From an optimization exercise on the open Yosys and OpenROAD flow, aimed at small area, a short achievable clock period and few clock cycles per item; shortcuts taken in it are not production practice.
In this exercise RTL edits were held to simulation tests only and were not proved equivalent to the original.
No activity file was given, so power comes from the tool's default toggle rates.

<file path="flow/run.sh">
#!/bin/bash
# synth_recipe.tcl (not shown) runs the flow's synth.tcl, then flattens the netlist and writes it again
# the make line also repeats each setting of config.mk as NAME=value (left out here)
make -C /OpenROAD-flow-scripts/flow DESIGN_CONFIG=/design/flow/config.mk WORK_HOME=/design/flow/orfs CLKGATE_MAP_FILE= SYNTH_SCRIPT=/design/flow/synth_recipe.tcl finish
</file>
<file path="flow/config.mk">
export PLATFORM = sky130hd
export DESIGN_NAME = MatrixMultiplier
export DESIGN_NICKNAME = MatrixMultiplier
export VERILOG_FILES = /design/flow/design.v
export SDC_FILE = /design/flow/constraint.sdc
export NUM_CORES = 4
export LEC_CHECK = 0
export CAP_MARGIN = 20
export CORE_MARGIN = 2
export CORE_UTILIZATION = 40
export SLEW_MARGIN = 20
</file>
<file path="flow/design.v">
module FSM(
    input wire  CLK,
    input wire  START,
    input wire  NRST,
    output reg  EN1,
    output reg  EN2,
    output reg  EN3,
    output reg  OUT_STROBE
);
parameter IDLE  = 2'b00;
parameter C0    = 2'b01;
parameter C1    = 2'b10;
parameter STOP  = 2'b11;
reg     [1:0]   state;
always @(posedge CLK or negedge NRST) begin
    if(!NRST)   state <= IDLE;
    else case(state)
        IDLE:   if(START)   state   <= C0;
                else        state   <= IDLE;
        C0:                 state   <= C1;
        C1:                 state   <= STOP;
        STOP:               state   <= STOP;
    endcase
end
always @(*) begin
    case(state)
        IDLE:   begin       EN1         <= 1'b1;
                            EN2         <= 1'b0;
                            EN3         <= 1'b0;
                            OUT_STROBE  <= 1'b0;
        end
        C0:     begin       EN1         <= 1'b1;
                            EN2         <= 1'b1;
                            EN3         <= 1'b0;
                            OUT_STROBE  <= 1'b0;
        end
        C1:     begin       EN1         <= 1'b1;
                            EN2         <= 1'b1;
                            EN3         <= 1'b1;
                            OUT_STROBE  <= 1'b0;
        end
        STOP:   begin       EN1         <= 1'b0;
                            EN2         <= 1'b0;
                            EN3         <= 1'b0;
                            OUT_STROBE  <= 1'b1;
        end
    endcase
end
endmodule
module Multiplier(
    input   wire            CLK,
    input   wire            NRST,
    input   wire            EN,
    input   wire    [7:0]   A,
    input   wire    [7:0]   B,    
    output  reg     [15:0]  C
);
wire [15:0] P;
assign P = $signed(A) * $signed(B);
always @(posedge CLK or negedge NRST) begin
    if(!NRST)       C   <= 0;
    else if(EN)     C   <= P;
end
endmodule
module Accumulator(
    input wire          CLK,
    input wire          NRST,
    input wire          EN2,
    input wire          EN3,
    input wire  [15:0]  IN,
    output reg  [16:0]  OUT
);
    reg [16:0]  FF;
    wire [16:0] D;
always @(posedge CLK or negedge NRST) begin
    if(!NRST) begin
        FF  <= 0;
        OUT <= 0;
    end else begin
        if(EN2) FF <= D;
        if(EN3) OUT <= D;
    end
end
assign D = $signed({IN[15],IN}) + $signed(FF);
endmodule
module MatrixMultiplier(
input   wire            CLK,
input   wire            NRST,  
input   wire            START,
input   wire    [7:0]   A,
input   wire    [7:0]   B,
output  wire    [16:0]  OUT,
output  wire            OUT_STROBE
);
wire            [15:0]  C;
wire                    EN1;
wire                    EN2;
wire                    EN3;
FSM U1(
    .CLK(CLK),
    .START(START),
    .NRST(NRST),
    .EN1(EN1),
    .EN2(EN2),
    .EN3(EN3),
    .OUT_STROBE(OUT_STROBE)
);
Multiplier U2(
    .CLK(CLK),
    .NRST(NRST),
    .EN(EN1),
    .A(A),
    .B(B),
    .C(C)
);
Accumulator U3(
    .CLK(CLK),
    .NRST(NRST),
    .EN2(EN2),
    .EN3(EN3),
    .IN(C),
    .OUT(OUT)
);
endmodule
</file>
<file path="flow/constraint.sdc">
create_clock -name core_clock -period 5.5 [get_ports {CLK}]
set_input_delay 1.1000 -clock core_clock [delete_from_list [all_inputs] [get_ports {CLK}]]
set_output_delay 1.1000 -clock core_clock [all_outputs]
set_load 0.01 [all_outputs]
</file>
==> impl_results.md <==
* Initial antenna violation count at 0
* DP Area at 0.006185 mm2
* PwrDens at 540.1 mW/mm2
* Post-Syn Area at 0.005385 mm2
* Post-Synth XOR/XNOR Area at 0.03903
* Mapped Avg Cell Area at 9.599 um2
* Synth warn at 3
* Synth Register Bits at 52
* Worst skew pair latency at 0.30 ns
* Post-route cell area at 0.006364 mm2
* Period utilisation layout at 0.9478
* Reg-to-reg slack, setup at 3.03 ns
* Mapped Cells at 561
* Worst-Margin Slew at 0.9712 ns
* Req. time, crit path at 5.67 ns
* Top FF cell, synth: dfrtp_1
* Core ar. at 0.01319 mm2
* Via count at 4024
* Fraction of layout cells with a size suffix above 1 at 0.1349
* PnR worst setup slack at 0.2869 ns
* Wire length per cell at 13.50 um
* Slew headroom at 0.3525
* Outcome: timing/DRC/antenna clean
* Adder-Cell Fraction of Synth Area at 0.3220
* Final hold vios at 0
* CTS H-Tree Depth at 2
* Final WL at 10880 um
* Setup TNS at 0 ns
* Cells after DPL at 798
* Fmax at 191.8 MHz
* Vias in the first global route at 4251
* RSZ-0062 raised after global routing: false
* Final #Nets at 753
* Leakage power at 3.005 nW
* GRT overflow at 0
* TritonCTS clock tree: done
* Final design utilization at 0.4825
* Setup Viol. Count Final at 0
* Max cap viols at 0
* Worst Setup Path Type: primary input to flop
* Worst-path fanout max at 5
* Global-route wire length before repair at 19500 um
* Kind of end point of the critical path: flop
* I/O pin cnt at 37
* Post-synth EDFFs at 0
* Simple-gate share of the synthesized area at 0.1429
* Worst hold path type: flop to flop
* Die W at 120.0 um
* CP Launch Type: primary input
* DR iter-0 viols at 161
* Synth cell types at 55
* Clock Root Buffer: clkbuf_16
* Tot Pwr at 3.437 mW
* CTS sink cnt at 52
* CTS buffer count at 5
* Die Y at 120.0 um
* Rows at 42
* Die Area at 0.01441 mm2
* Worst hold margin at 0.4947 ns
* Initial Utilization at 0.4083
* Bufs on Longest Clock Path at 2
* Largest family of logic cells by synthesized area: adder cells
* Final max-slew violation count at 0
* VDD IR-drop max at 0.2104 mV
* Asr flop ratio synth at 1.000
* Largest net degree at the start of global routing at 53
* Min Tclk post-route at 5.213 ns
* Post-synthesis mux area share at 0.05809
* Sequential cell area fraction in the yosys report at 0.2416
* ANT cells at 0
* DRC violations left at 0
* Vias/cell at 4.993
* IO buf count at 36
* Post-synthesis compound-gate area fraction at 0.1250
* Syn nets at 685
* Fin cells at 806
* Drt pass-1 iters at 4
* Pre-CTS WS at -0.06746 ns
* Hpwl dp at 8823 um
* Final ANT Viol Nets at 0
* Commonest non-fill, non-tap cells in the layout: inv_1 (90), fa_1 (56), dfrtp_1 (52)
* Area grow syn2layout at 18.17%
* Placer Congestion at 0.8809
* Overall Global Routing Usage at 0.1644
* Final Skew at 0.003429 ns
* Clock-pin slew on the worst setup and hold paths at 0.06 ns
* Commonest non-fill, non-tap cell in the layout: inv_1
* Crit path DAT at 5.38 ns
## state kept, by name, summed over array words and instances (netlist names)
name	count
U1.state	2
U2.C	16
U3.FF	17
U3.OUT	17
## power breakdown
part           switching, mW  internal, mW  total (mW)
sequential             0.100         0.548       0.648
clock                  0.138         0.214       0.351
combinational           1.28          1.16        2.44
## timing repair
item                       CTS  global route
buffers inserted             0             0
resized for setup            0             4
setup endpoints to repair    0             3
hold buffers                 0             0
## path summary, 6_finish.rpt
| path | endpoint | from | depth (start not counted) |
|---|---|---|---|
| setup / recovery | U2.C[14] | A[7] | 17 |
| hold / removal | U2.C[8] | U2.C[8] | 2 |
| setup reg to reg | U3.FF[16] | U1.state[1] | 6 |
| hold reg to reg | U2.C[8] | U2.C[8] | 2 |
| max in group asynchronous | U3.OUT[12] | NRST | 2 |
| min in group asynchronous | U3.FF[3] | NRST | 2 |
## critical path, cell delays in order
cell,delay (ns)
clkdlybuf4s50_1,0.58
nand2_1,0.16
buf_4,0.17
fa_1,0.50
inv_1,0.05
fa_1,0.46
fa_1,0.54
inv_1,0.05
fa_1,0.52
inv_1,0.04
ha_1,0.31
o21a_1,0.17
o21ai_0,0.20
nand2b_1,0.08
a31oi_1,0.20
xor2_1,0.15
o21ai_0,0.08
## layout make-up
type | count | area [um2]
well taps | 176 | 220.2
clock buffers | 5 | 125.1
inverters | 90 | 337.8
clock inverters | 3 | 42.54
fillers | 1222 | 6827
repair buffers | 72 | 633.1
flip-flops and latches | 52 | 1301
multi-input cells | 408 | 3704
## Yosys cell counts, types with 9 or more instances
library cell | count | area (um2)
xnor2_1 | 16 | 140.1
dfrtp_1 | 52 | 1301
and2_1 | 31 | 193.9
inv_1 | 90 | 337.8
ha_1 | 49 | 613.1
a21oi_1 | 18 | 90.09
fa_1 | 56 | 1121
nor2_1 | 31 | 116.4
o21ai_0 | 26 | 130.1
nand2_1 | 50 | 187.7
mux2_2 | 26 | 292.8
clkbuf_1 | 9 | 33.78
a21o_1 | 11 | 82.58
## per-layer routing
| layer | global-route usage | share of wire | up-vias |
|---|---|---|---|
| met4 | 0.05294 | 0.022 | 0 |
| li1 | - | - | 1994 |
| met1 | 0.2091 | 0.48 | 1938 |
| met5 | 0 | 0 | - |
| met3 | 0.01949 | 0.026 | 17 |
| met2 | 0.2905 | 0.48 | 75 |
## cells by family after synthesis
group                    count (synthesis)
multiplexers                            28
AND/OR/NAND/NOR                        155
AO/OA/AOI/OAI                           96
adder cells (fa/ha/maj)                105
buffers and inverters                  101
flip-flops                              52
XOR/XNOR                                24
Testbench counts, summed over its fixed seeds: cycles 7,200, items 2,400.

re-timing with driven ports:
How much do the figures lean on ideal ports? The routed layout below was timed once more, with nothing changed but the port constraints. Step 1, drivers: a clkbuf_16 drives CLK and a buf_2 each remaining input, both assumed. Step 2 moves the port delays by t, midway between the first and last clock arrival at a register: inputs arrive t later, outputs are due t later. That takes back most of the time a late clock gives input paths. a / b / c = no drivers / after step 1 / after step 2; a / b = the first two.
t (ns): 0.330
slack for setup (ns): 0.287 / 0.295 / -0.034
hold slack, ns: 0.495 / 0.495 / 0.495
latest minus earliest clock arrival (ns): 0.004 / 0.003
Met with ideal ports but missed after step 2: setup timing in this run. The setup slack of this run moves by +0.008 ns with the drivers and by -0.321 ns with both steps.
